Context: an optimization exercise on an open-source flow, tuned for small area. The choices shown serve that exercise and are no tape-out recipe. Where RTL was checked, it was by simulation tests only, not by an equivalence proof against the original. Only the layout flow was run in run 1; the RTL was not checked for function there.

## flow/design.v (module list and top-level ports; edited modules follow where they fit)
// module mac5: 1301 lines
// module cnn_top: 400 lines
module cnn_top (
    input clk,
    input rst_n,
    input mode_i,
    input mem_ram_dest_i,
    input [12:0] mem_ram_adr_i,
    input [4:0] mem_ram_adr_offset_i,
    input mem_ram_data_en_i,
    input [11:0] mem_ram_data_i,
    input ecg_ready_i,
    output ecg_predict_en_o,
    input signed [11:0] ecg_data_i,
    output [1:0] ecg_predict_label_o,
    output [23:0] ecg_predict_score_o
);
  // ...
==> flow/run.sh <==
#!/bin/bash
# synth_recipe.tcl (not shown) runs the flow's synth.tcl, then flattens the netlist and writes it again
# the make line also repeats each setting of config.mk as NAME=value (left out here)
make -C /OpenROAD-flow-scripts/flow DESIGN_CONFIG=/design/flow/config.mk WORK_HOME=/design/flow/orfs CLKGATE_MAP_FILE= SYNTH_SCRIPT=/design/flow/synth_recipe.tcl finish
==> flow/config.mk <==
export PLATFORM = sky130hd
export DESIGN_NAME = cnn_top
export DESIGN_NICKNAME = cnn_top
export VERILOG_FILES = /design/flow/design.v
export SDC_FILE = /design/flow/constraint.sdc
export NUM_CORES = 4
export LEC_CHECK = 0
export ABC_AREA = 1
export CAP_MARGIN = 40
export CORE_MARGIN = 2
export CORE_UTILIZATION = 60
export CTS_BUF_LIST = sky130_fd_sc_hd__clkbuf_8
export CTS_CLUSTER_DIAMETER = 50
export CTS_CLUSTER_SIZE = 20
export PLACE_DENSITY = 0.75
export SLEW_MARGIN = 40
==> flow/constraint.sdc <==
create_clock -name core_clock -period 20.0 [get_ports {clk}]
set_input_delay 4.0000 -clock core_clock [delete_from_list [all_inputs] [get_ports {clk}]]
set_output_delay 4.0000 -clock core_clock [all_outputs]
set_load 0.01 [all_outputs]
==> impl_metrics.json, run 1 <==
{
  "final_nets": 13200,
  "gr-usage-all-layers_pct": 33.9,
  "reg2reg_depth": 54,
  "cts_buffer_depth": 4,
  "yosysMostFrequentCell": "dfxtp_1",
  "die_height_um": 496,
  "clock_skew_ns": 0.137,
  "top_usage_layer": "met1",
  "die_width_um": 496,
  "place.gp.congestion": 0.999,
  "use_met2_pct": 48.6,
  "critPathLaunch": "ph[0]",
  "ff_latch_area_mm2": 0.0991,
  "antenna_cells": 8,
  "setup_slack_ns": 2.69,
  "num-multi-input-gates": 6944,
  "largest-register": "ring",
  "r2r_start": "ph[0]",
  "tap_cells": 3185,
  "synth_warnings": 9,
  "fmax_ghz": 0.0578,
  "status": "no timing/DRC/antenna violations",
  "nonClockBufferCount": 287,
  "layout.cells.most_common_list": "dfxtp_1, nand2_1, o21ai_0",
  "wl_per_cell_um": 26.2,
  "drt-met1-wl_um": 187000
}
==> module cnn_top, before the edit <==
module cnn_top (
    input clk,
    input rst_n,
    input mode_i,
    input mem_ram_dest_i,
    input [12:0] mem_ram_adr_i,
    input [4:0] mem_ram_adr_offset_i,
    input mem_ram_data_en_i,
    input [11:0] mem_ram_data_i,
    input ecg_ready_i,
    output ecg_predict_en_o,
    input signed [11:0] ecg_data_i,
    output [1:0] ecg_predict_label_o,
    output [23:0] ecg_predict_score_o
);
localparam NW = 48;      
integer k, t, e;
function [20:0] radd;        
    input [20:0] a, b;
    input ci;
    integer i;
    reg c;
    begin
        c = ci;
        for (i = 0; i < 21; i = i + 1) begin
            radd[i] = a[i] ^ b[i] ^ c;
            c = (a[i] & b[i]) | (a[i] & c) | (b[i] & c);
        end
    end
endfunction
function gt12;               
    input [11:0] a, b;
    integer i;
    reg c;
    begin
        c = 1'b1;            
        for (i = 0; i < 12; i = i + 1)
            c = (b[i] & ~a[i]) | (b[i] & c) | (~a[i] & c);
        gt12 = ~c;
    end
endfunction
reg [6:0] ph;
always @(posedge clk or negedge rst_n) begin
    if (!rst_n)
        ph <= 7'd0;
    else
        ph <= (ph == NW-1) ? 7'd0 : ph + 7'd1;
end
wire wr    = mode_i & mem_ram_data_en_i;
wire wr_w  = wr & mem_ram_dest_i;
wire wr_b  = wr & ~mem_ram_dest_i;
wire [7:0] tgt_raw = {1'b0, mem_ram_adr_i[6:0]} + 8'd47 - {1'b0, ph};
wire [6:0] tgt = (tgt_raw >= 8'd48) ? (tgt_raw - 8'd48) : tgt_raw[6:0];
wire in_ring = (mem_ram_adr_i[6:0] < 7'd48);
reg [4:0] tap_dec;
always @(*) begin
    for (t = 0; t < 5; t = t + 1)
        tap_dec[t] = (mem_ram_adr_offset_i == t);
end
reg [NW/2-1:0] pos_dec;
always @(*) begin
    for (k = 0; k < NW/2; k = k + 1)
        pos_dec[k] = wr_w & in_ring & (tgt == 2*k);
end
reg [NW*60-1:0] ring;
always @(posedge clk) begin
    for (k = 0; k < NW; k = k + 1)
        for (t = 0; t < 5; t = t + 1)
            if ((k % 2 == 0) && pos_dec[k/2] && tap_dec[t])
                ring[(k*5+t)*12 +: 12] <= mem_ram_data_i;
            else
                ring[(k*5+t)*12 +: 12] <= ring[(((k+1)%NW)*5+t)*12 +: 12];
end
wire [59:0] wword = ring[59:0];
function [3:0] bslot;
    input [3:0] b;
    begin
        case (b)
            4'd0:  bslot = 4'd0;
            4'd1:  bslot = 4'd2;
            4'd2:  bslot = 4'd4;
            4'd3:  bslot = 4'd6;
            4'd4:  bslot = 4'd8;
            4'd5:  bslot = 4'd12;
            4'd6:  bslot = 4'd1;
            4'd7:  bslot = 4'd5;
            4'd8:  bslot = 4'd9;
            4'd9:  bslot = 4'd13;
            4'd10: bslot = 4'd3;
            4'd11: bslot = 4'd7;
            4'd12: bslot = 4'd10;
            4'd13: bslot = 4'd14;
            default: bslot = 4'd15;
        endcase
    end
endfunction
wire [3:0] btgt = bslot(mem_ram_adr_i[3:0]) + ~ph[3:0];    
wire bwr = wr_b & (mem_ram_adr_i[6:0] < 7'd14);
reg [16*12-1:0] bring;
always @(posedge clk) begin
    for (k = 0; k < 16; k = k + 1)
        if ((k % 2 == 0) && bwr && (btgt == k))
            bring[k*12 +: 12] <= mem_ram_data_i;
        else
            bring[k*12 +: 12] <= bring[((k+1)%16)*12 +: 12];
end
wire [11:0] cbias = bring[11:0];
reg [2:0] ph6;
always @(posedge clk or negedge rst_n) begin
    if (!rst_n)
        ph6 <= 3'd0;
    else
        ph6 <= (ph6 == 3'd5) ? 3'd0 : ph6 + 3'd1;
end
reg [2:0] fslot;
reg fwr;
always @(*) begin
    fwr = 1'b0;
    fslot = 3'd0;
    if (wr_w && mem_ram_adr_offset_i == 5'd4) begin
        if (mem_ram_adr_i[6:0] == 7'd60) begin fwr = 1'b1; fslot = 3'd0; end
        if (mem_ram_adr_i[6:0] == 7'd61) begin fwr = 1'b1; fslot = 3'd1; end
        if (mem_ram_adr_i[6:0] == 7'd63) begin fwr = 1'b1; fslot = 3'd2; end
        if (mem_ram_adr_i[6:0] == 7'd64) begin fwr = 1'b1; fslot = 3'd3; end
    end
    if (wr_b) begin
        if (mem_ram_adr_i[6:0] == 7'd17) begin fwr = 1'b1; fslot = 3'd4; end
        if (mem_ram_adr_i[6:0] == 7'd18) begin fwr = 1'b1; fslot = 3'd5; end
    end
end
wire [3:0] ftgt_raw = {1'b0, fslot} + 4'd5 - {1'b0, ph6};
wire [2:0] ftgt = (ftgt_raw >= 4'd6) ? (ftgt_raw[2:0] - 3'd6) : ftgt_raw[2:0];
reg [6*12-1:0] fring;
always @(posedge clk) begin
    for (k = 0; k < 6; k = k + 1)
        if ((k % 2 == 0) && fwr && (ftgt == k))
            fring[k*12 +: 12] <= mem_ram_data_i;
        else
            fring[k*12 +: 12] <= fring[((k+1)%6)*12 +: 12];
end
wire [11:0] fcw_now = fring[11:0];
wire [11:0] fcb_now = fring[36 +: 12];
reg run, fcrun;             
wire mac_free = ~run & ~fcrun;
reg [11:0] dt [0:15];       
reg [2:0]  dvc [0:3];       
reg [3:0]  dcnt;            
reg        dbusy;           
reg [2:0]  des;             
reg [11:0] sq [0:3];
reg [1:0]  sq_wr, sq_rd;
reg [2:0]  sq_n;
wire din_en = ecg_ready_i & ~mode_i;
wire sq_pop = ~dbusy & (sq_n != 3'd0);
wire deval = dbusy & mac_free;          
wire [11:0] dy;                         
wire [3:0] dev;
assign dev[0] = sq_pop;
assign dev[1] = deval & (des == 3'd0);
assign dev[2] = deval & (des == 3'd1);
assign dev[3] = deval & (des == 3'd2);
wire a_out_en = deval & (des == 3'd3);
wire d_out_en = deval & (des == 3'd4);
always @(posedge clk) begin
    if (din_en)
        sq[sq_wr] <= ecg_data_i;
    for (k = 0; k < 4; k = k + 1)
        if (dev[k]) begin
            dt[4*k+3] <= dt[4*k+2];
            dt[4*k+2] <= dt[4*k+1];
            dt[4*k+1] <= dt[4*k+0];
            dt[4*k+0] <= (k == 0) ? sq[sq_rd] : dy;
        end
end
always @(posedge clk or negedge rst_n) begin
    if (!rst_n) begin
        for (k = 0; k < 4; k = k + 1)
            dvc[k] <= 3'd0;
        dcnt  <= 4'b0010;
        dbusy <= 1'b0;
        des   <= 3'd0;
        sq_wr <= 2'd0;
        sq_rd <= 2'd0;
        sq_n  <= 3'd0;
    end
    else begin
        for (k = 0; k < 4; k = k + 1)
            if (dev[k]) begin
                dcnt[k] <= ~dcnt[k];
                if (dvc[k] != 3'd4)
                    dvc[k] <= dvc[k] + 3'd1;
            end
        if (din_en)
            sq_wr <= sq_wr + 2'd1;
        if (sq_pop)
            sq_rd <= sq_rd + 2'd1;
        sq_n <= sq_n + {2'd0, din_en} - {2'd0, sq_pop};
        if (sq_pop) begin
            if (dcnt[0]) begin
                dbusy <= 1'b1;
                des   <= 3'd0;
            end
        end
        else if (deval) begin
            if (des == 3'd3)
                des <= 3'd4;
            else if (des == 3'd4)
                dbusy <= 1'b0;
            else if (dcnt[des+1])
                des <= des + 3'd1;
            else
                dbusy <= 1'b0;
        end
    end
end
reg [11:0] f1 [0:9];        
reg [11:0] f2 [0:19];       
reg [11:0] f3 [0:19];
reg [11:0] f4 [0:19];
reg [11:0] f5 [0:3];        
reg [2:0] c1, c2, c3, c4;   
reg [1:0] c5;               
reg [1:0] pc1, pc2, pc3, pc4;
reg pend, fc_out, u4b, pdone;
reg fpass;
wire start = (ph == NW-1) & (pend | d_out_en);
wire act2 = (pc1 == 2'd1);
wire act3 = act2 & (pc2 == 2'd1);
wire act4 = act3 & (pc3 == 2'd1);
wire act5 = act4 & (pc4 == 2'd1);
always @(posedge clk or negedge rst_n) begin
    if (!rst_n) begin
        pend <= 1'b0;
        run <= 1'b0;
        fcrun <= 1'b0;
        fc_out <= 1'b0;
        u4b <= 1'b0;
        pdone <= 1'b0;
        fpass <= 1'b1;
        pc1 <= 2'd2;
        pc2 <= 2'd2;
        pc3 <= 2'd2;
        pc4 <= 2'd2;
    end
    else begin
        pend <= (pend | d_out_en) & ~start;
        fc_out <= fcrun & (ph == 7'd3);
        u4b <= run & (ph == NW-1) & act4;
        pdone <= run & (ph == NW-1);
        if (ph == NW-1) begin
            run <= start;
            fcrun <= run & act5;
        end
        else if (ph == 7'd3)
            fcrun <= 1'b0;
        if (pdone)
            fpass <= 1'b0;
        if (pdone) begin
            pc1 <= (pc1 == 2'd2) ? 2'd0 : pc1 + 2'd1;
            if (act2) pc2 <= (pc2 == 2'd2) ? 2'd0 : pc2 + 2'd1;
            if (act3) pc3 <= (pc3 == 2'd2) ? 2'd0 : pc3 + 2'd1;
            if (act4) pc4 <= (pc4 == 2'd2) ? 2'd0 : pc4 + 2'd1;
        end
    end
end
wire l1 = (ph < 7'd8);
wire l2 = (ph >= 7'd8)  & (ph < 7'd24);
wire l3 = (ph >= 7'd24) & (ph < 7'd40);
wire first = fcrun ? ~ph[0] : l1 ? ~ph[0] : (ph[1:0] == 2'd0);
wire cbadd = run & ((ph == 7'd0) | (ph == 7'd2) | (ph == 7'd4) | (ph == 7'd6) | (ph == 7'd8) | (ph == 7'd12) |
                    (ph == 7'd17) | (ph == 7'd21) | (ph == 7'd25) | (ph == 7'd29) | (ph == 7'd35) | (ph == 7'd39) |
                    (ph == 7'd42) | (ph == 7'd46));
wire [11:0] bterm = fcrun ? (((ph[1:0] == 2'd1) | (ph[1:0] == 2'd2)) ? fcb_now : 12'd0) : (cbadd ? cbias : 12'd0);
reg [11:0] xl [0:4];
wire [11:0] fcx = ph[0] ? f5[3] : ((c5 == 2'd3) ? f5[2] : 12'd0);
wire l4 = ~l1 & ~l2 & ~l3;
reg [13:0] xs;
wire [1:0] dline = (des == 3'd4) ? 2'd3 : des[1:0];
always @(*) begin
    xs[0] = run & l1 & ~ph[0];
    xs[1] = run & l1 &  ph[0];
    for (k = 0; k < 4; k = k + 1) begin
        xs[2+k]  = run & l2 & (ph[1:0] == k);
        xs[6+k]  = run & l3 & (ph[1:0] == k);
        xs[10+k] = run & l4 & (ph[1:0] == k);
    end
end
always @(*) begin
    for (e = 0; e < 5; e = e + 1) begin
        xl[e] = (e == 0 && fcrun) ? fcx : 12'd0;
        for (k = 0; k < 2; k = k + 1)
            xl[e] = xl[e] | (f1[5*k+e] & {12{xs[k] & (e < c1)}});
        for (k = 0; k < 4; k = k + 1) begin
            xl[e] = xl[e] | (f2[5*k+e] & {12{xs[2+k] & (e < c2)}});
            xl[e] = xl[e] | (f3[5*k+e] & {12{xs[6+k] & (e < c3)}});
            xl[e] = xl[e] | (f4[5*k+e] & {12{xs[10+k] & (e < c4)}});
            if (e < 4)
                xl[e] = xl[e] | (dt[4*k+e] & {12{deval & (dline == k) & (e < dvc[k])}});
        end
    end
end
wire [11:0] w4 = fcrun ? fcw_now : wword[48 +: 12];
wire dhp = (des == 3'd4);
wire [11:0] mw0 = ~deval ? w4              : dhp ? -12'sd124 : -12'sd33;
wire [11:0] mw1 = ~deval ? wword[36 +: 12] : dhp ?  12'sd214 :  12'sd57;
wire [11:0] mw2 = ~deval ? wword[24 +: 12] : dhp ? -12'sd57  :  12'sd214;
wire [11:0] mw3 = ~deval ? wword[12 +: 12] : dhp ? -12'sd33  :  12'sd124;
wire [11:0] my;
assign dy = my;
mac5 u_mac (.x({xl[4], xl[3], xl[2], xl[1], xl[0]}),
            .w({wword[0 +: 12], mw3, mw2, mw1, mw0}),
            .y(my));
reg signed [14:0] acc;
always @(posedge clk) begin
        acc <= (fpass & (ph == 7'd0)) ? 15'd0 :
               radd(radd(first ? 21'd0 : {{6{acc[14]}}, acc}, {{9{my[11]}}, my}, 1'b0), {{9{bterm[11]}}, bterm}, 1'b0);
end
wire [11:0] relu = acc[14] ? 12'd0 : (|acc[13:11]) ? 12'h7FF : {1'b0, acc[10:0]};
wire u1 = run & (ph >= 7'd2)  & (ph <= 7'd8)  & ~ph[0];                   
wire u2 = run & act2 & (ph >= 7'd12) & (ph <= 7'd24) & (ph[1:0] == 2'd0);  
wire u3 = run & act3 & (ph >= 7'd28) & (ph <= 7'd40) & (ph[1:0] == 2'd0);  
wire u4a = run & act4 & (ph == 7'd44);                                    
wire u4 = u4a | u4b;                                                       
wire u5 = fcrun & (ph == 7'd2);                                            
wire [1:0] uo = u1 ? (ph[2:1] - 2'd1) : u2 ? (ph[3:2] - 2'd3) : u3 ? (ph[3:2] - 2'd3) : {1'b0, u4b};
wire [1:0] upc = u1 ? pc1 : u2 ? pc2 : u3 ? pc3 : pc4;
wire ustart = (upc == 2'd2);
reg [11:0] ucur;
always @(*) begin
    ucur = u4b ? f5[3] : f5[0];
    for (k = 0; k < 4; k = k + 1) begin
        if (u1 && uo == k) ucur = f2[5*k];
        if (u2 && uo == k) ucur = f3[5*k];
        if (u3 && uo == k) ucur = f4[5*k];
    end
end
wire [11:0] umax = (ustart || gt12(relu, ucur)) ? relu : ucur;
always @(posedge clk) begin
    for (k = 0; k < 4; k = k + 1) begin
        if (u1 && uo == k) begin
            if (ustart)
                for (e = 4; e > 0; e = e - 1)
                    f2[5*k+e] <= f2[5*k+e-1];
            f2[5*k] <= umax;
        end
        if (u2 && uo == k) begin
            if (ustart)
                for (e = 4; e > 0; e = e - 1)
                    f3[5*k+e] <= f3[5*k+e-1];
            f3[5*k] <= umax;
        end
        if (u3 && uo == k) begin
            if (ustart)
                for (e = 4; e > 0; e = e - 1)
                    f4[5*k+e] <= f4[5*k+e-1];
            f4[5*k] <= umax;
        end
    end
    if (u4a) begin
        if (ustart) begin
            f5[2] <= f5[1];
            f5[1] <= f5[0];
        end
        f5[0] <= umax;
    end
    if (u4b)
        f5[3] <= umax;
    if (a_out_en) begin
        for (e = 4; e > 0; e = e - 1)
            f1[e] <= f1[e-1];
        f1[0] <= dy;
    end
    if (d_out_en) begin
        for (e = 4; e > 0; e = e - 1)
            f1[5+e] <= f1[5+e-1];
        f1[5] <= dy;
    end
end
always @(posedge clk or negedge rst_n) begin
    if (!rst_n) begin
        c1 <= 3'd0; c2 <= 3'd0; c3 <= 3'd0; c4 <= 3'd0; c5 <= 2'd0;
    end
    else begin
        if (d_out_en && c1 != 3'd5) c1 <= c1 + 3'd1;
        if (u1 && uo == 2'd0 && ustart && c2 != 3'd5) c2 <= c2 + 3'd1;
        if (u2 && uo == 2'd0 && ustart && c3 != 3'd5) c3 <= c3 + 3'd1;
        if (u3 && uo == 2'd0 && ustart && c4 != 3'd5) c4 <= c4 + 3'd1;
        if (u4a && ustart && c5 != 2'd3) c5 <= c5 + 2'd1;
    end
end
reg [11:0] pred0;
always @(posedge clk) begin
    if (u5)
        pred0 <= relu;
end
assign ecg_predict_en_o = fc_out;
assign ecg_predict_score_o = {relu, pred0};
assign ecg_predict_label_o[0] = gt12(pred0, relu);
assign ecg_predict_label_o[1] = gt12(relu, pred0);
endmodule
==> run 2: changes to the inputs <==
--- a/flow/design.v
+++ b/flow/design.v
@@ -1515,10 +1515,10 @@
     end
 end
 reg [11:0] f1 [0:9];        
-reg [11:0] f2 [0:19];       
-reg [11:0] f3 [0:19];
-reg [11:0] f4 [0:19];
-reg [11:0] f5 [0:3];        
+reg [10:0] f2 [0:19];       
+reg [10:0] f3 [0:19];
+reg [10:0] f4 [0:19];
+reg [10:0] f5 [0:3];        
 reg [2:0] c1, c2, c3, c4;   
 reg [1:0] c5;               
 reg [1:0] pc1, pc2, pc3, pc4;
@@ -1689,13 +1689,13 @@
         if (u4a && ustart && c5 != 2'd3) c5 <= c5 + 2'd1;
     end
 end
-reg [11:0] pred0;
+reg [10:0] pred0;
 always @(posedge clk) begin
     if (u5)
         pred0 <= relu;
 end
 assign ecg_predict_en_o = fc_out;
-assign ecg_predict_score_o = {relu, pred0};
+assign ecg_predict_score_o = {relu, 1'b0, pred0};
 assign ecg_predict_label_o[0] = gt12(pred0, relu);
 assign ecg_predict_label_o[1] = gt12(relu, pred0);
 endmodule
==> flow/config.mk (replaced) <==
export PLATFORM = sky130hd
export DESIGN_NAME = cnn_top
export DESIGN_NICKNAME = cnn_top
export VERILOG_FILES = /design/flow/design.v
export SDC_FILE = /design/flow/constraint.sdc
export NUM_CORES = 4
export LEC_CHECK = 0
export ABC_AREA = 1
export CAP_MARGIN = 5
export CORE_MARGIN = 2
export CORE_UTILIZATION = 55
export CTS_CLUSTER_DIAMETER = 100
export CTS_CLUSTER_SIZE = 25
export PLACE_DENSITY = 0.7
export SLEW_MARGIN = 5
==> run 2 against run 1 <==
  * Still clean
  * Via count fell by 2.0%
  * Routed wire length rose by 0.46%
  * Fmax grew 0.27%
  * Largest cell class unchanged
  * Highest routed layer unchanged
==> impl_metrics.json, run 2 <==
{
  "status": "no timing/DRC/antenna violations",
  "cts_inserted_buffers": 191,
  "gr-usage-all-layers_pct": 31.7,
  "largest_reg_flops": 2880,
  "period_share_pct": 86.3,
  "portBuffers": 66,
  "final_common_cell": "dfxtp_1",
  "ant_nets": 0,
  "critPathBufInv": 8,
  "place.gp.congestion": 1.04,
  "drc": 0,
  "synth_cells": 12800,
  "detailedPlacementHpwl_um": 297000,
  "synth_edf_count": 1075,
  "final_nets": 13100,
  "drt-met1-wl_um": 191000,
  "max_cap_violations": 0,
  "clock_skew_ns": 0.0946,
  "place_area_mm2": 0.148,
  "io_pins": 75,
  "dr.pass1.iters": 6,
  "crit_type": "flip-flop to flip-flop",
  "synth_largest_area_cell": "dfxtp_1",
  "coreArea_mm2": 0.260,
  "cpLargestDelayFamily": "adder cells",
  "grt_overflow": 0,
  "initial_utilization_pct": 55.4,
  "die_area_mm2": 0.266,
  "maxUsedRoutingLayer": "met5",
  "wl_met3_um": 41800,
  "relSlewSlack_pct": 15.7,
  "hold_viol": 0,
  "wl_um": 423000,
  "cts_tree": "yes",
  "cp-end-kind": "flip-flop",
  "hold_buffers": 0,
  "layout.cells.most_common_list": "dfxtp_1, nand2_1, o21ai_0",
  "synthArstFlopShare_pct": 1.53,
  "cp_slowest_stage_delay_ns": 0.88,
  "grt_pass1_wl_um": 610000,
  "setup_tns_ns": 0,
  "hold_class": "flip-flop to flip-flop",
  "slew_viol_final": 0,
  "htree_levels": 4,
  "viasPerCell": 5.67,
  "synth_area_leaders": "dfxtp_1, edfxtp_1, nand2_1",
  "period_minus_slack_ns": 17.26,
  "vias": 91600,
  "fmax_ghz": 0.0579,
  "cp_max_fo": 12,
  "cts_resized": 0,
  "synth_warnings": 9,
  "arrival_ns": 18.03,
  "yosysSeqAreaShare_pct": 67.5,
  "synth-seq-cells": 4300,
  "worst_pin_slew_ns": 1.26,
  "clkSinkCount": 4300,
  "grt_max_degree": 85,
  "largest-register": "ring",
  "setup_viol": 0,
  "die_width_um": 516,
  "wl_per_cell_um": 26.2,
  "root_buffer": "clkbuf_16",
  "antenna_found_initial": 15,
  "drt_iter0_drc": 11700,
  "cts_buffer_depth": 3,
  "insertion_delay_ns": 0.95,
  "post_cts_buffers": 0,
  "yosysMostFrequentCell": "dfxtp_1",
  "required_ns": 20.77,
  "ys_types": 72,
  "worst_path_most_repeated_cell": "fa_1",
  "grt_pass1_vias": 86800,
  "yosys-top-cells-count": "dfxtp_1, nand2_1, o21ai_0, edfxtp_1, inv_1",
  "avgSynthCellArea_um2": 11.3,
  "synth_top_cell_area_share_pct": 43.9,
  "clkTransAtPathRegs_ns": 0.10,
  "synth_flop_cell": "dfxtp_1",
  "startpoint_type": "flip-flop",
  "drive_gt1_share_pct": 4.89,
  "wl_met2_um": 176000,
  "setup_slack_ns": 2.74,
  "num_rows": 187,
  "critical-path-slowest-cell": "xor2_2",
  "area_delta_synth_final_pct": 6.91,
  "die_height_um": 516,
  "rsz0062_at_grt": "false",
  "syn_area_mm2": 0.144,
  "dpl_worst_slack_ns": 3.04,
  "final_area_mm2": 0.154
}
## run 2: changes by cell type after synthesis, moves of 19 or more
cell and change:
a21oi_1 +27, a221oi_1 -40, a22oi_1 -19, buf_2 +20
clkbuf_1 -37, edfxtp_1 -64, inv_1 +109, nand2_1 -43
nor2_1 +57, o22ai_1 -38
## run 2: path summary, 6_finish.rpt
kind	startpoint	end	slack [ns]	cells after the start
min in group asynchronous	rst_n	c4[1]	2.99	1
min	ring[892]	ring[832]	0.24	0
max reg2reg	c2[0]	acc[14]	2.74	55
max	c2[0]	acc[14]	2.74	55
max in group asynchronous	rst_n	pc2[0]	15.85	2
min reg2reg	ring[892]	ring[832]	0.24	0
## run 2: metrics by stage
stage          utilization (%)  hold slack, ns  cells
2_1_floorplan                -           0.310  12800
3_3_place_gp              57.1           0.310  15900
3_5_place_dp              57.1           0.312  15900
4_1_cts                   59.2           0.241  16100
5_1_grt                   59.2           0.243  16100
6_report                  59.2           0.242  16200
## run 2: layer usage
| metal | vias up | global-route usage, % |
|---|---|---|
| li1 | 41600 | - |
| met1 | 45000 | 48.1 |
| met2 | 4332 | 45.2 |
| met3 | 604 | 6.73 |
| met4 | 2 | 10.2 |
| met5 | - | 0 |
## run 2: cell families after synthesis
family / synth area share (%)
other: 0.00261
AOI/OAI and AO/OA: 9.76
DFF: 67.5
muxes: 0.0382
and+or+nand+nor: 9.98
buffers and inverters: 4.13
xor gates and xnor gates: 2.53
adders and majority gates: 6.04
## run 2: cell type report
| type | count | area, um2 |
|---|---|---|
| multi-input combinational | 6941 | 41200 |
| clock inverter | 21 | 520 |
| timing repair buffer | 282 | 2280 |
| clock buffer | 225 | 4910 |
| fill | 21000 | 106000 |
| inverter | 881 | 3370 |
| antenna | 4 | 10.0 |
| tap | 3496 | 4370 |
| sequential | 4300 | 97200 |
## run 2: worst reg2reg max path, delay by kind of cell, from the launching register on
family          cells  cell delay (ns)
simple gates        7             1.97
fa+ha+maj          22             9.58
xor+xnor            9             2.50
flops               1             0.46
buf+inv             8             1.09
compound gates      9             1.51
==> run 3: changes to the inputs <==
--- a/flow/config.mk
+++ b/flow/config.mk
@@ -6,10 +6,10 @@
 export NUM_CORES = 4
 export LEC_CHECK = 0
 export ABC_AREA = 1
-export CAP_MARGIN = 5
+export CAP_MARGIN = 20
 export CORE_MARGIN = 2
 export CORE_UTILIZATION = 55
 export CTS_CLUSTER_DIAMETER = 100
 export CTS_CLUSTER_SIZE = 25
 export PLACE_DENSITY = 0.7
-export SLEW_MARGIN = 5
+export SLEW_MARGIN = 20
==> run 3 against run 2 <==
  * Still clean
  * Sequential share of layout area about the same
  * Critical path depth stayed put
  * Worst hold slack better by 0.0027 ns
  * Non-clock buffer count unchanged
  * Global-route usage unchanged
  * Largest cell class unchanged
  * Utilization hardly changed
==> impl_metrics.json, run 3 <==
{
  "slew_viol_final": 0,
  "synth_flop_cell": "dfxtp_1",
  "status": "no timing/DRC/antenna violations",
  "startpoint_type": "flip-flop",
  "vias": 91700,
  "hold_class": "flip-flop to flip-flop",
  "rsz0062_at_grt": "false",
  "viasPerCell": 5.68,
  "utilization_pct": 59.2,
  "critPathBufInv": 8,
  "critical-path-slowest-cell": "xor2_2",
  "wl_per_cell_um": 26.2,
  "area_delta_synth_final_pct": 6.92,
  "yosysSeqAreaShare_pct": 67.5,
  "grt_max_degree": 85,
  "period_share_pct": 86.3,
  "clkTransAtPathRegs_ns": 0.10,
  "final_cells": 16200,
  "yosysMostFrequentCell": "dfxtp_1",
  "cts_resized": 0,
  "cts_tree": "yes",
  "setup_tns_ns": 0,
  "cp_max_fo": 12,
  "placed_cells": 15900,
  "cp-end-kind": "flip-flop",
  "hold_buffers": 0,
  "yosys-top-cells-count": "dfxtp_1, nand2_1, o21ai_0, edfxtp_1, inv_1",
  "die_height_um": 516,
  "num_rows": 187,
  "cts_inserted_buffers": 191,
  "cp_slowest_stage_delay_ns": 0.88,
  "synth_cells": 12800,
  "gr-usage-all-layers_pct": 31.7,
  "setup_viol": 0,
  "largest-register": "ring",
  "worst_path_most_repeated_cell": "fa_1",
  "clock_skew_ns": 0.0947,
  "grt_pass1_vias": 86800,
  "die_width_um": 516,
  "post_cts_buffers": 0,
  "portBuffers": 66,
  "fillers": 21000,
  "drc": 0,
  "max_cap_violations": 0,
  "worst_pin_slew_ns": 1.22,
  "die_area_mm2": 0.266,
  "drive_gt1_share_pct": 4.92,
  "cpLargestDelayFamily": "adder cells",
  "largest_reg_flops": 2880,
  "clkSinkCount": 4300,
  "grt_pass1_wl_um": 610000,
  "synth_top_cell_area_share_pct": 43.9,
  "syn_area_mm2": 0.144,
  "root_buffer": "clkbuf_16",
  "detailedPlacementHpwl_um": 297000,
  "place.gp.congestion": 1.04,
  "initial_utilization_pct": 55.4,
  "insertion_delay_ns": 0.95,
  "synthArstFlopShare_pct": 1.53,
  "crit_type": "flip-flop to flip-flop",
  "avgSynthCellArea_um2": 11.3,
  "synth_largest_area_cell": "dfxtp_1",
  "coreArea_mm2": 0.260,
  "cts_buffer_depth": 3,
  "synth_edf_count": 1075,
  "ant_nets": 0,
  "final_common_cell": "dfxtp_1",
  "fmax_ghz": 0.0580,
  "synth-seq-cells": 4300,
  "relSlewSlack_pct": 18.9,
  "arrival_ns": 18.02,
  "grt_overflow": 0,
  "wl_um": 424000,
  "dr.pass1.iters": 6,
  "hold_viol": 0,
  "final_nets": 13100,
  "synth_warnings": 9,
  "period_minus_slack_ns": 17.25,
  "io_pins": 75,
  "drt_iter0_drc": 11600,
  "layout.cells.most_common_list": "dfxtp_1, nand2_1, o21ai_0",
  "antenna_found_initial": 15,
  "required_ns": 20.77,
  "ys_types": 72,
  "htree_levels": 4,
  "synth_area_leaders": "dfxtp_1, edfxtp_1, nand2_1"
}
[run 3: cell counts after synthesis]
Identical to the previous run, type by type.
[run 3: layout make-up]
cell class / instances / area (um2) / share of cell area, %
clock buffer: 225 / 4910 / 3.19
timing repair buffer: 282 / 2280 / 1.48
multi-input combinational: 6941 / 41200 / 26.8
sequential: 4300 / 97200 / 63.1
inverter: 881 / 3370 / 2.19
clock inverter: 21 / 520 / 0.338
antenna: 5 / 12.5 / 0.00813
tap: 3496 / 4370 / 2.84
[run 3: cell families (layout without fill, tap and decap cells)]
family	count (synthesis)	count (layout)	share of synthesized area [%]
flip-flops	4300	4300	67.5
AND/OR/NAND/NOR	3539	3539	9.98
AO/OA/AOI/OAI	2504	2504	9.76
buffers and inverters	1549	1409	4.13
adder cells (fa/ha/maj)	476	476	6.04
XOR/XNOR	415	415	2.53
multiplexers	5	5	0.0382
other	1	7	0.00261
[run 3: final timing paths]
path,start,end,slack (ns),depth (start not counted)
max,c2[0],acc[14],2.75,55
min reg2reg,ring[892],ring[832],0.24,0
min,ring[892],ring[832],0.24,0
max reg2reg,c2[0],acc[14],2.75,55
min in group asynchronous,rst_n,c3[1],2.99,1
max in group asynchronous,rst_n,pc2[0],15.85,2
[run 3: layer usage]
metal  track usage [%]  share of wire, %  up-vias
met5                 0             0.019        -
met4              10.2               3.4        4
li1                  -                 -    41600
met1              48.1                45    45200
met2              45.2                42     4297
met3              6.73               9.8      591
[run 3: stage by stage]
step | worst slack, ns | hold slack (ns) | instance area (um2)
after floorplan | 4.19 | 0.310 | 144000
after global placement | 3.07 | 0.310 | 148000
after detailed placement | 3.04 | 0.312 | 148000
after CTS | 3.00 | 0.241 | 154000
after global routing | 2.01 | 0.243 | 154000
final | 2.75 | 0.244 | 154000
==> run 4: changes to the inputs <==
--- a/flow/config.mk
+++ b/flow/config.mk
@@ -8,8 +8,8 @@
 export ABC_AREA = 1
 export CAP_MARGIN = 20
 export CORE_MARGIN = 2
-export CORE_UTILIZATION = 55
+export CORE_UTILIZATION = 65
 export CTS_CLUSTER_DIAMETER = 100
 export CTS_CLUSTER_SIZE = 25
-export PLACE_DENSITY = 0.7
+export PLACE_DENSITY = 0.8
 export SLEW_MARGIN = 20
==> run 4 against run 3 <==
  * Count of clock-buffer cells in the layout unchanged
  * Register-to-register slack improved by 0.16 ns
  * Clock skew decreased by 0.026 ns
  * Fmax increased by 0.94%
  * Cell count decreased by 3.2%
  * Synthesized cell count unchanged
  * Critical endpoint unchanged
==> impl_metrics.json, run 4 <==
{
  "cts_inserted_buffers": 191,
  "r2r_start": "ph[1]",
  "synth_largest_area_cell": "dfxtp_1",
  "die_width_um": 475,
  "r2r-end": "acc[14]",
  "cpLargestDelayFamily": "adder cells",
  "synthArstFlopShare_pct": 1.53,
  "num_rows": 172,
  "layout.cells.most_common_list": "dfxtp_1, nand2_1, o21ai_0",
  "final_nets": 13100,
  "crit_type": "flip-flop to flip-flop",
  "final_common_cell": "dfxtp_1",
  "antenna_found_initial": 27,
  "yosysMostFrequentCell": "dfxtp_1",
  "period_share_pct": 85.5,
  "synth_cells": 12800,
  "yosys-top-cells-count": "dfxtp_1, nand2_1, o21ai_0, edfxtp_1, inv_1",
  "detailedPlacementHpwl_um": 300000,
  "grt_pass1_vias": 91100,
  "place_area_mm2": 0.148,
  "avgSynthCellArea_um2": 11.3,
  "synth_edf_count": 1075,
  "setup_slack_ns": 2.91,
  "rsz0062_at_grt": "false",
  "io_pins": 75,
  "status": "no timing/DRC/antenna violations",
  "setup_viol": 0,
  "dpl_worst_slack_ns": 3.12,
  "slew_viol_final": 0,
  "wl_met3_um": 41900,
  "critPathBufInv": 12,
  "synth_area_leaders": "dfxtp_1, edfxtp_1, nand2_1",
  "die_area_mm2": 0.225,
  "wl_per_cell_um": 27.5,
  "period_minus_slack_ns": 17.09,
  "cp.depth": 51,
  "die_height_um": 475,
  "post_cts_buffers": 0,
  "required_ns": 20.79,
  "portBuffers": 66,
  "htree_levels": 4,
  "viasPerCell": 6.00,
  "clkSinkCount": 4300,
  "multi_input_area_mm2": 0.0412,
  "gr-usage-all-layers_pct": 38.1,
  "drt-met1-wl_um": 175000,
  "yosysSeqAreaShare_pct": 67.5,
  "reg2reg_depth": 51,
  "largest_reg_flops": 2880,
  "worst_path_most_repeated_cell": "fa_1",
  "drc": 0,
  "clock_skew_ns": 0.0684,
  "startpoint_type": "flip-flop",
  "coreArea_mm2": 0.220,
  "drt_iter0_drc": 12100,
  "synth_warnings": 9,
  "wl_met2_um": 191000,
  "dr.pass1.iters": 9,
  "synth_flop_cell": "dfxtp_1",
  "insertion_delay_ns": 0.90,
  "relSlewSlack_pct": 16.9,
  "cts_buffer_depth": 3,
  "worst_pin_slew_ns": 1.24,
  "cp-end-kind": "flip-flop",
  "synth-seq-cells": 4300,
  "cts_resized": 0,
  "fillers": 14800,
  "cp_max_fo": 11,
  "max_cap_violations": 0,
  "ff_latch_area_mm2": 0.0972,
  "grt_max_degree": 93,
  "hold_class": "flip-flop to flip-flop",
  "hold_buffers": 0,
  "setup_tns_ns": 0,
  "place.gp.congestion": 1.02,
  "syn_area_mm2": 0.144,
  "final_area_mm2": 0.153,
  "initial_utilization_pct": 65.4,
  "wl_um": 431000,
  "grt_overflow": 0,
  "synth_top_cell_area_share_pct": 43.9,
  "critPathLaunch": "ph[1]",
  "root_buffer": "clkbuf_16",
  "cts_tree": "yes",
  "min-delay-start": "ring[261]",
  "largest-register": "ring",
  "clkTransAtPathRegs_ns": 0.10,
  "grt_pass1_wl_um": 620000,
  "ant_nets": 0,
  "reg2reg_slack_ns": 2.91,
  "hold_ws_ns": 0.284,
  "area_delta_synth_final_pct": 6.54,
  "worstSetupEndpoint": "acc[14]",
  "hold_viol": 0,
  "critical-path-slowest-cell": "nor4_2",
  "maxUsedRoutingLayer": "met5",
  "fmax_ghz": 0.0585,
  "cp_slowest_stage_delay_ns": 0.93,
  "arrival_ns": 17.88,
  "vias": 93900,
  "drive_gt1_share_pct": 5.03,
  "ys_types": 72
}
==> run 4: changes by cell type in the layout (fill, tap and decap cells not counted), sizes merged <==
cell	before	now
diode	5	11
inv	862	865
buf	217	235
clkinv	39	35
clkinvlp	0	1
==> run 4: worst min path at each step <==
| stage | depth (start not counted) | slack [ns] | endpoint |
|---|---|---|---|
| 2_1_floorplan | 0 | 0.31 | bring[108] |
| 3_3_place_gp | 0 | 0.31 | ring[2029] |
| 3_5_place_dp | 0 | 0.31 | ring[1504] |
| 4_1_cts | 0 | 0.30 | ring[62] |
| 5_1_grt | 0 | 0.29 | ring[62] |
| 6_report | 0 | 0.28 | ring[201] |
==> run 4: cell families (layout without fill, tap and decap cells) <==
logic type	Yosys count	count (layout)	synth area share (%)
mux	5	5	0.0382
simple gates	3539	3539	9.98
xor+xnor	415	415	2.53
flops	4300	4300	67.5
buf+inv	1549	1427	4.13
other cells	1	13	0.00261
compound gates	2504	2504	9.76
fa+ha+maj	476	476	6.04
==> run 4: layout make-up <==
| type | count | area share (%) |
|---|---|---|
| Clock buffer | 225 | 3.22 |
| Sequential cell | 4300 | 63.4 |
| Antenna cell | 11 | 0.0180 |
| Multi-Input combinational cell | 6941 | 26.9 |
| Inverter | 881 | 2.20 |
| Timing Repair Buffer | 300 | 1.59 |
| Clock inverter | 21 | 0.288 |
| Tap cell | 2958 | 2.41 |
==> run 4: per-stage QoR <==
step	std cells	utilization, %
final	15600	69.7
after global routing	15600	69.7
after detailed placement	15400	67.2
after global placement	15400	67.2
after floorplan	12800	-
after CTS	15600	69.7
==> run 4: worst reg2reg max path: cells and delay by family (launching register included) <==
family,cells,cell delay [ns]
fa+ha+maj,24,10.91
buf+inv,12,2.53
simple gates,8,1.75
xor+xnor,4,0.74
flops,1,0.56
compound gates,3,0.52
==> run 4: metal layers <==
metal,GRT usage [%],vias to the layer above
li1,-,41700
met4,17.7,14
met2,57.7,5066
met1,53.3,46100
met5,0,-
met3,7.30,954
==> run 5: changes to the inputs <==
--- a/flow/config.mk
+++ b/flow/config.mk
@@ -8,8 +8,8 @@
 export ABC_AREA = 1
 export CAP_MARGIN = 20
 export CORE_MARGIN = 2
-export CORE_UTILIZATION = 65
+export CORE_UTILIZATION = 45
 export CTS_CLUSTER_DIAMETER = 100
 export CTS_CLUSTER_SIZE = 25
-export PLACE_DENSITY = 0.8
+export PLACE_DENSITY = 0.6
 export SLEW_MARGIN = 20
==> run 5 against run 4 <==
  * Critical endpoint unchanged
  * Largest cell class unchanged
  * Still clean on timing, DRC and antenna
  * Critical path type unchanged
  * First-iteration DRC count shrank 19%
  * Count of clock-buffer cells in the layout grew 18
  * Synthesized area is the same
  * Highest routed layer unchanged
==> impl_metrics.json, run 5 <==
{
  "critPathLaunch": "ph[0]",
  "initial_utilization_pct": 45.3,
  "cts_buffer_depth": 4,
  "synth_top_cell_area_share_pct": 43.9,
  "hold_class": "flip-flop to flip-flop",
  "r2r_start": "ph[0]",
  "drc": 0,
  "yosysMostFrequentCell": "dfxtp_1",
  "root_buffer": "clkbuf_16",
  "io_pins": 75,
  "arrival_ns": 18.42,
  "coreArea_mm2": 0.318,
  "antenna_found_initial": 12,
  "synth_largest_area_cell": "dfxtp_1",
  "rsz0062_at_grt": "false",
  "holdPathEnd": "ring[65]",
  "max_cap_violations": 0,
  "vias": 91300,
  "status": "no timing/DRC/antenna violations",
  "grt_pass1_vias": 88900,
  "cts_inserted_buffers": 197,
  "drive_gt1_share_pct": 5.05,
  "cp_max_fo": 17,
  "setup_slack_ns": 2.35,
  "min-delay-start": "ring[125]",
  "post_cts_buffers": 0,
  "cts_tree": "yes",
  "fmax_ghz": 0.0567,
  "relSlewSlack_pct": 17.8,
  "yosysSeqAreaShare_pct": 67.5,
  "period_share_pct": 88.3,
  "setup_tns_ns": 0,
  "synth_area_leaders": "dfxtp_1, edfxtp_1, nand2_1",
  "top_usage_layer": "met2",
  "place.gp.congestion": 1.05,
  "period_minus_slack_ns": 17.65,
  "use_met1_pct": 37.3,
  "use_met2_pct": 42.7,
  "largest_reg_flops": 2880,
  "setup_viol": 0,
  "synth_flop_cell": "dfxtp_1",
  "critical-path-slowest-cell": "dfrtp_1",
  "grt_max_degree": 93,
  "hold_buffers": 0,
  "r2r-end": "acc[14]",
  "timing.hold.worst_path_depth": 0,
  "gr-usage-all-layers_pct": 27.3,
  "insertion_delay_ns": 0.93,
  "startpoint_type": "flip-flop",
  "use_met3_pct": 3.73,
  "final_common_cell": "dfxtp_1",
  "clkSinkCount": 4300,
  "yosys-top-cells-count": "dfxtp_1, nand2_1, o21ai_0, edfxtp_1, inv_1",
  "worst_pin_slew_ns": 1.22,
  "crit_type": "flip-flop to flip-flop",
  "reg2reg_slack_ns": 2.35,
  "drt_iter0_drc": 9766,
  "ant_nets": 0,
  "dpl_worst_slack_ns": 2.53,
  "hold_viol": 0,
  "reg2reg_depth": 52,
  "worst_path_most_repeated_cell": "fa_1",
  "final_nets": 13100,
  "syn_area_mm2": 0.144,
  "portBuffers": 66,
  "slew_viol_final": 0,
  "clkTransAtPathRegs_ns": 0.11,
  "synth-seq-cells": 4300,
  "die_area_mm2": 0.324,
  "largest-register": "ring",
  "grt_pass1_wl_um": 643000,
  "die_width_um": 570,
  "cts_resized": 0,
  "cp_slowest_stage_delay_ns": 0.87,
  "avgSynthCellArea_um2": 11.3,
  "required_ns": 20.77,
  "synth_edf_count": 1075,
  "wl_per_cell_um": 26.7,
  "cp-end-kind": "flip-flop",
  "clock_skew_ns": 0.0827,
  "fillers": 28400,
  "area_delta_synth_final_pct": 7.65,
  "wl_um": 450000,
  "synth_warnings": 9,
  "die_height_um": 570,
  "ys_types": 72,
  "layout.cells.most_common_list": "dfxtp_1, nand2_1, o21ai_0",
  "dr.pass1.iters": 8,
  "synthArstFlopShare_pct": 1.53,
  "htree_levels": 4,
  "synth_cells": 12800,
  "num_rows": 207,
  "viasPerCell": 5.41,
  "detailedPlacementHpwl_um": 319000,
  "grt_overflow": 0
}
-- run 5: logic make-up (layout without fill, tap and decap cells) --
family,after synthesis,in the layout,share of synthesized area [%]
AOI/OAI and AO/OA,2504,2504,9.76
xor gates and xnor gates,415,415,2.53
adders and majority gates,476,476,6.04
buffers and inverters,1549,1441,4.13
DFF,4300,4300,67.5
muxes,5,5,0.0382
other,1,10,0.00261
and+or+nand+nor,3539,3539,9.98
-- run 5: worst max-delay path by stage --
| stage | endpoint |
|---|---|
| final | acc[14] |
| after global routing | acc[14] |
| after CTS | acc[14] |
| after detailed placement | acc[14] |
| after global placement | acc[14] |
| after floorplan | acc[14] |
-- run 5: layout make-up --
cell class	instances	area, um2	share of cell area (%)
antenna	8	20.0	0.0129
clock buffer	243	5180	3.34
clock inverter	19	354	0.229
inverter	881	3370	2.17
multi-input combinational	6941	41200	26.6
sequential	4300	97200	62.7
tap	4180	5230	3.38
timing repair buffer	298	2400	1.55
-- run 5: metal layers --
| metal | part of all wire [%] | up-vias |
|---|---|---|
| met5 | 0.0029 | - |
| met2 | 45 | 3483 |
| met4 | 5.9 | 2 |
| met1 | 43 | 45400 |
| met3 | 6.6 | 750 |
| li1 | - | 41700 |
-- run 5: stage by stage --
stage	util [%]	hold WS, ns	cell area (um2)	instances
after floorplan	-	0.310	144000	12800
after global placement	47.0	0.310	149000	16600
after detailed placement	47.0	0.312	149000	16600
after CTS	48.7	0.266	155000	16900
after global routing	48.7	0.271	155000	16900
final	48.7	0.268	155000	16900
-- run 5: critical path: cells and delay by family, from the launching register on --
family	cells	cell delay, ns
xor+xnor	4	0.80
compound gates	8	2.31
simple gates	6	0.59
fa+ha+maj	24	11.00
flops	1	0.87
buf+inv	10	1.91
==> run 6: changes to the inputs <==
--- a/flow/design.v
+++ b/flow/design.v
@@ -1374,29 +1374,30 @@
 end
 wire [59:0] wword = ring[59:0];
 function [3:0] bslot;
-    input [3:0] b;
+    input [4:0] b;
     begin
         case (b)
-            4'd0:  bslot = 4'd0;
-            4'd1:  bslot = 4'd2;
-            4'd2:  bslot = 4'd4;
-            4'd3:  bslot = 4'd6;
-            4'd4:  bslot = 4'd8;
-            4'd5:  bslot = 4'd12;
-            4'd6:  bslot = 4'd1;
-            4'd7:  bslot = 4'd5;
-            4'd8:  bslot = 4'd9;
-            4'd9:  bslot = 4'd13;
-            4'd10: bslot = 4'd3;
-            4'd11: bslot = 4'd7;
-            4'd12: bslot = 4'd10;
-            4'd13: bslot = 4'd14;
-            default: bslot = 4'd15;
+            5'd0:  bslot = 4'd0;
+            5'd1:  bslot = 4'd2;
+            5'd2:  bslot = 4'd4;
+            5'd3:  bslot = 4'd6;
+            5'd4:  bslot = 4'd8;
+            5'd5:  bslot = 4'd13;
+            5'd6:  bslot = 4'd1;
+            5'd7:  bslot = 4'd5;
+            5'd8:  bslot = 4'd9;
+            5'd9:  bslot = 4'd14;
+            5'd10: bslot = 4'd3;
+            5'd11: bslot = 4'd7;
+            5'd12: bslot = 4'd10;
+            5'd13: bslot = 4'd15;
+            5'd17: bslot = 4'd11;
+            default: bslot = 4'd12;     
         endcase
     end
 endfunction
-wire [3:0] btgt = bslot(mem_ram_adr_i[3:0]) + ~ph[3:0];    
-wire bwr = wr_b & (mem_ram_adr_i[6:0] < 7'd14);
+wire [3:0] btgt = bslot(mem_ram_adr_i[4:0]) + ~ph[3:0];    
+wire bwr = wr_b & ((mem_ram_adr_i[6:0] < 7'd14) | (mem_ram_adr_i[6:0] == 7'd17) | (mem_ram_adr_i[6:0] == 7'd18));
 reg [16*12-1:0] bring;
 always @(posedge clk) begin
     for (k = 0; k < 16; k = k + 1)
@@ -1406,41 +1407,29 @@
             bring[k*12 +: 12] <= bring[((k+1)%16)*12 +: 12];
 end
 wire [11:0] cbias = bring[11:0];
-reg [2:0] ph6;
-always @(posedge clk or negedge rst_n) begin
-    if (!rst_n)
-        ph6 <= 3'd0;
-    else
-        ph6 <= (ph6 == 3'd5) ? 3'd0 : ph6 + 3'd1;
-end
-reg [2:0] fslot;
+wire [11:0] fcb_now = bring[10*12 +: 12];
+reg [1:0] fslot;
 reg fwr;
 always @(*) begin
     fwr = 1'b0;
-    fslot = 3'd0;
+    fslot = 2'd0;
     if (wr_w && mem_ram_adr_offset_i == 5'd4) begin
-        if (mem_ram_adr_i[6:0] == 7'd60) begin fwr = 1'b1; fslot = 3'd0; end
-        if (mem_ram_adr_i[6:0] == 7'd61) begin fwr = 1'b1; fslot = 3'd1; end
-        if (mem_ram_adr_i[6:0] == 7'd63) begin fwr = 1'b1; fslot = 3'd2; end
-        if (mem_ram_adr_i[6:0] == 7'd64) begin fwr = 1'b1; fslot = 3'd3; end
-    end
-    if (wr_b) begin
-        if (mem_ram_adr_i[6:0] == 7'd17) begin fwr = 1'b1; fslot = 3'd4; end
-        if (mem_ram_adr_i[6:0] == 7'd18) begin fwr = 1'b1; fslot = 3'd5; end
+        if (mem_ram_adr_i[6:0] == 7'd60) begin fwr = 1'b1; fslot = 2'd0; end
+        if (mem_ram_adr_i[6:0] == 7'd61) begin fwr = 1'b1; fslot = 2'd1; end
+        if (mem_ram_adr_i[6:0] == 7'd63) begin fwr = 1'b1; fslot = 2'd2; end
+        if (mem_ram_adr_i[6:0] == 7'd64) begin fwr = 1'b1; fslot = 2'd3; end
     end
 end
-wire [3:0] ftgt_raw = {1'b0, fslot} + 4'd5 - {1'b0, ph6};
-wire [2:0] ftgt = (ftgt_raw >= 4'd6) ? (ftgt_raw[2:0] - 3'd6) : ftgt_raw[2:0];
-reg [6*12-1:0] fring;
+wire [1:0] ftgt = fslot + ~ph[1:0];
+reg [4*12-1:0] fring;
 always @(posedge clk) begin
-    for (k = 0; k < 6; k = k + 1)
+    for (k = 0; k < 4; k = k + 1)
         if ((k % 2 == 0) && fwr && (ftgt == k))
             fring[k*12 +: 12] <= mem_ram_data_i;
         else
-            fring[k*12 +: 12] <= fring[((k+1)%6)*12 +: 12];
+            fring[k*12 +: 12] <= fring[((k+1)%4)*12 +: 12];
 end
 wire [11:0] fcw_now = fring[11:0];
-wire [11:0] fcb_now = fring[36 +: 12];
 reg run, fcrun;             
 wire mac_free = ~run & ~fcrun;
 reg [11:0] dt [0:15];       
@@ -1568,9 +1557,9 @@
 wire l2 = (ph >= 7'd8)  & (ph < 7'd24);
 wire l3 = (ph >= 7'd24) & (ph < 7'd40);
 wire first = fcrun ? ~ph[0] : l1 ? ~ph[0] : (ph[1:0] == 2'd0);
-wire cbadd = run & ((ph == 7'd0) | (ph == 7'd2) | (ph == 7'd4) | (ph == 7'd6) | (ph == 7'd8) | (ph == 7'd12) |
-                    (ph == 7'd17) | (ph == 7'd21) | (ph == 7'd25) | (ph == 7'd29) | (ph == 7'd35) | (ph == 7'd39) |
-                    (ph == 7'd42) | (ph == 7'd46));
+wire cbadd = run & ((ph == 7'd0) | (ph == 7'd2) | (ph == 7'd4) | (ph == 7'd6) | (ph == 7'd8) | (ph == 7'd13) |
+                    (ph == 7'd17) | (ph == 7'd21) | (ph == 7'd25) | (ph == 7'd30) | (ph == 7'd35) | (ph == 7'd39) |
+                    (ph == 7'd42) | (ph == 7'd47));
 wire [11:0] bterm = fcrun ? (((ph[1:0] == 2'd1) | (ph[1:0] == 2'd2)) ? fcb_now : 12'd0) : (cbadd ? cbias : 12'd0);
 reg [11:0] xl [0:4];
 wire [11:0] fcx = ph[0] ? f5[3] : ((c5 == 2'd3) ? f5[2] : 12'd0);
--- a/flow/config.mk
+++ b/flow/config.mk
@@ -8,8 +8,8 @@
 export ABC_AREA = 1
 export CAP_MARGIN = 20
 export CORE_MARGIN = 2
-export CORE_UTILIZATION = 45
+export CORE_UTILIZATION = 55
 export CTS_CLUSTER_DIAMETER = 100
 export CTS_CLUSTER_SIZE = 25
-export PLACE_DENSITY = 0.6
+export PLACE_DENSITY = 0.7
 export SLEW_MARGIN = 20
==> run 6 against run 5 <==
  * Clock skew up 0.035 ns
  * Setup slack worse by 0.23 ns
  * First-iteration DRC count increased by 15%
==> impl_metrics.json, run 6 <==
{
  "status": "no timing/DRC/antenna violations",
  "arrival_ns": 18.64,
  "synth_area_leaders": "dfxtp_1, edfxtp_1, nand2_1",
  "final_area_mm2": 0.153,
  "drc": 0,
  "num_rows": 187,
  "htree_levels": 4,
  "ant_nets": 0,
  "relSlewSlack_pct": 7.25,
  "cp_slowest_stage_delay_ns": 0.90,
  "place.gp.congestion": 1.02,
  "insertion_delay_ns": 0.94,
  "layout.cells.most_common_list": "dfxtp_1, nand2_1, o21ai_0",
  "die_width_um": 514,
  "final_common_cell": "dfxtp_1",
  "drt_iter0_drc": 11300,
  "cp-end-kind": "flip-flop",
  "post_cts_buffers": 0,
  "die_area_mm2": 0.264,
  "synthArstFlopShare_pct": 1.47,
  "startpoint_type": "flip-flop",
  "ys_types": 79,
  "synth_top_cell_area_share_pct": 43.9,
  "coreArea_mm2": 0.259,
  "initial_utilization_pct": 55.2,
  "clkSinkCount": 4273,
  "viasPerCell": 5.63,
  "synth_edf_count": 1075,
  "synth_flop_cell": "dfxtp_1",
  "hold_class": "flip-flop to flip-flop",
  "avgSynthCellArea_um2": 11.3,
  "max_cap_violations": 0,
  "die_height_um": 514,
  "synth_cells": 12600,
  "synth-seq-cells": 4273,
  "clkTransAtPathRegs_ns": 0.10,
  "cts_buffer_depth": 3,
  "dpl_worst_slack_ns": 2.28,
  "drive_gt1_share_pct": 5.06,
  "required_ns": 20.77,
  "place_area_mm2": 0.147,
  "fmax_ghz": 0.0559,
  "gr-usage-all-layers_pct": 31.5,
  "clock_skew_ns": 0.118,
  "worst_path_most_repeated_cell": "fa_1",
  "grt_pass1_vias": 84200,
  "slew_viol_final": 0,
  "yosys-top-cells-count": "dfxtp_1, nand2_1, o21ai_0, edfxtp_1, inv_1",
  "cts_tree": "yes",
  "setup_tns_ns": 0,
  "syn_area_mm2": 0.143,
  "dr.pass1.iters": 6,
  "vias": 89600,
  "utilization_pct": 59.0,
  "hold_buffers": 0,
  "largest-register": "ring",
  "wl_per_cell_um": 26.4,
  "io_pins": 75,
  "grt_overflow": 0,
  "synth_warnings": 9,
  "setup_viol": 0,
  "portBuffers": 66,
  "grt_pass1_wl_um": 605000,
  "period_minus_slack_ns": 17.88,
  "cp_max_fo": 13,
  "crit_type": "flip-flop to flip-flop",
  "detailedPlacementHpwl_um": 294000,
  "cts_inserted_buffers": 194,
  "grt_max_degree": 85,
  "setup_slack_ns": 2.12,
  "worst_pin_slew_ns": 1.38,
  "root_buffer": "clkbuf_16",
  "cts_resized": 0,
  "critical-path-slowest-cell": "nor4_2",
  "yosysSeqAreaShare_pct": 67.6,
  "hold_viol": 0,
  "wl_um": 420000,
  "antenna_found_initial": 7,
  "largest_reg_flops": 2880,
  "period_share_pct": 89.4,
  "rsz0062_at_grt": "false",
  "synth_largest_area_cell": "dfxtp_1",
  "final_nets": 13000,
  "area_delta_synth_final_pct": 6.93,
  "yosysMostFrequentCell": "dfxtp_1"
}
run 6: cell types whose count changed after synthesis, moves of 15 or more:
cell	change
a221oi_1	+24
dfxtp_1	-24
a22oi_1	-81
inv_1	-76
o21ai_1	+15
a22o_1	+80
nand4_1	+32
nand3_1	-62
nor2_1	-31
run 6: layer usage:
layer / part of all wire [%] / routed length (um) / global-route usage [%] / vias up
met4: 3.0 / 12700 / 8.69 / 0
li1: - / - / - / 41200
met2: 42 / 177000 / 45.5 / 3693
met5: 0 / 0 / 0 / -
met3: 8.3 / 34700 / 5.24 / 499
met1: 47 / 196000 / 48.9 / 44100
run 6: final timing paths:
| check | startpoint | endpoint | slack (ns) | cells past startpoint |
|---|---|---|---|---|
| max in group asynchronous | rst_n | c1[2] | 15.77 | 2 |
| setup / recovery | des[0] | acc[14] | 2.12 | 51 |
| min in group asynchronous | rst_n | sq_wr[0] | 2.99 | 1 |
| hold / removal | ring[1922] | ring[1862] | 0.27 | 0 |
| hold reg to reg | ring[1922] | ring[1862] | 0.27 | 0 |
| setup reg to reg | des[0] | acc[14] | 2.12 | 51 |
run 6: cell families (layout without fill, tap and decap cells):
kind of cell | count (synthesis) | in the layout | share of synthesized area (%)
flip-flops | 4273 | 4273 | 67.6
AND/OR/NAND/NOR | 3479 | 3479 | 9.89
AO/OA/AOI/OAI | 2512 | 2512 | 9.93
buffers and inverters | 1484 | 1342 | 3.97
adder cells (fa/ha/maj) | 472 | 472 | 6.04
XOR/XNOR | 406 | 406 | 2.49
multiplexers | 14 | 14 | 0.105
other | 1 | 7 | 0.00262
run 6: cell type report:
cell class / count / area [um2]
antenna: 5 / 12.5
clock buffer: 223 / 4980
clock inverter: 30 / 643
fill: 20800 / 106000
inverter: 818 / 3140
multi-input combinational: 6885 / 41100
sequential: 4273 / 96600
tap: 3402 / 4260
timing repair buffer: 271 / 2200
run 6: through the flow:
| stage | std cells | hold slack (ns) |
|---|---|---|
| 5_1_grt | 15900 | 0.283 |
| 3_5_place_dp | 15600 | 0.312 |
| 6_report | 15900 | 0.271 |
| 4_1_cts | 15900 | 0.265 |
| 2_1_floorplan | 12600 | 0.310 |
| 3_3_place_gp | 15600 | 0.310 |
run 6: worst max-delay path: cells and delay by family (launching register included):
kind	cells	cell delay [ns]
compound gates	5	1.01
xor+xnor	2	0.37
fa+ha+maj	24	10.83
buf+inv	12	2.78
flops	1	0.45
simple gates	8	2.22

## port drivers added, routing unchanged
Ports are ideal in the flow. The routed layouts listed here were re-timed in OpenROAD.
Step 1 sets driving cells, clkbuf_16 on the clock port and buf_2 on the other inputs (assumed; they add their load-dependent delay and slew).
Step 2 also shifts input and output timing later by t, the mid clock arrival at the registers, as if the neighbouring blocks saw the same clock.
Three values: ideal, step 1, step 2; two values: the first two.
run | shift t [ns] | slack for setup (ns) | clock arrival spread, ns | pins driven straight from the clock port
run 1 | 1.175 | 2.691 / 2.691 / 2.691 | 0.159 / 0.159 | 1
run 2 | 0.989 | 2.737 / 2.737 / 2.737 | 0.100 / 0.100 | 1
run 3 | 0.989 | 2.747 / 2.747 / 2.747 | 0.101 / 0.100 | 1
run 4 | 0.973 | 2.907 / 2.907 / 2.907 | 0.087 / 0.087 | 1
run 5 | 0.984 | 2.348 / 2.348 / 2.348 | 0.090 / 0.090 | 1
run 6 | 0.978 | 2.121 / 2.121 / 2.121 | 0.118 / 0.118 | 1
After both steps every run listed still meets setup and hold.
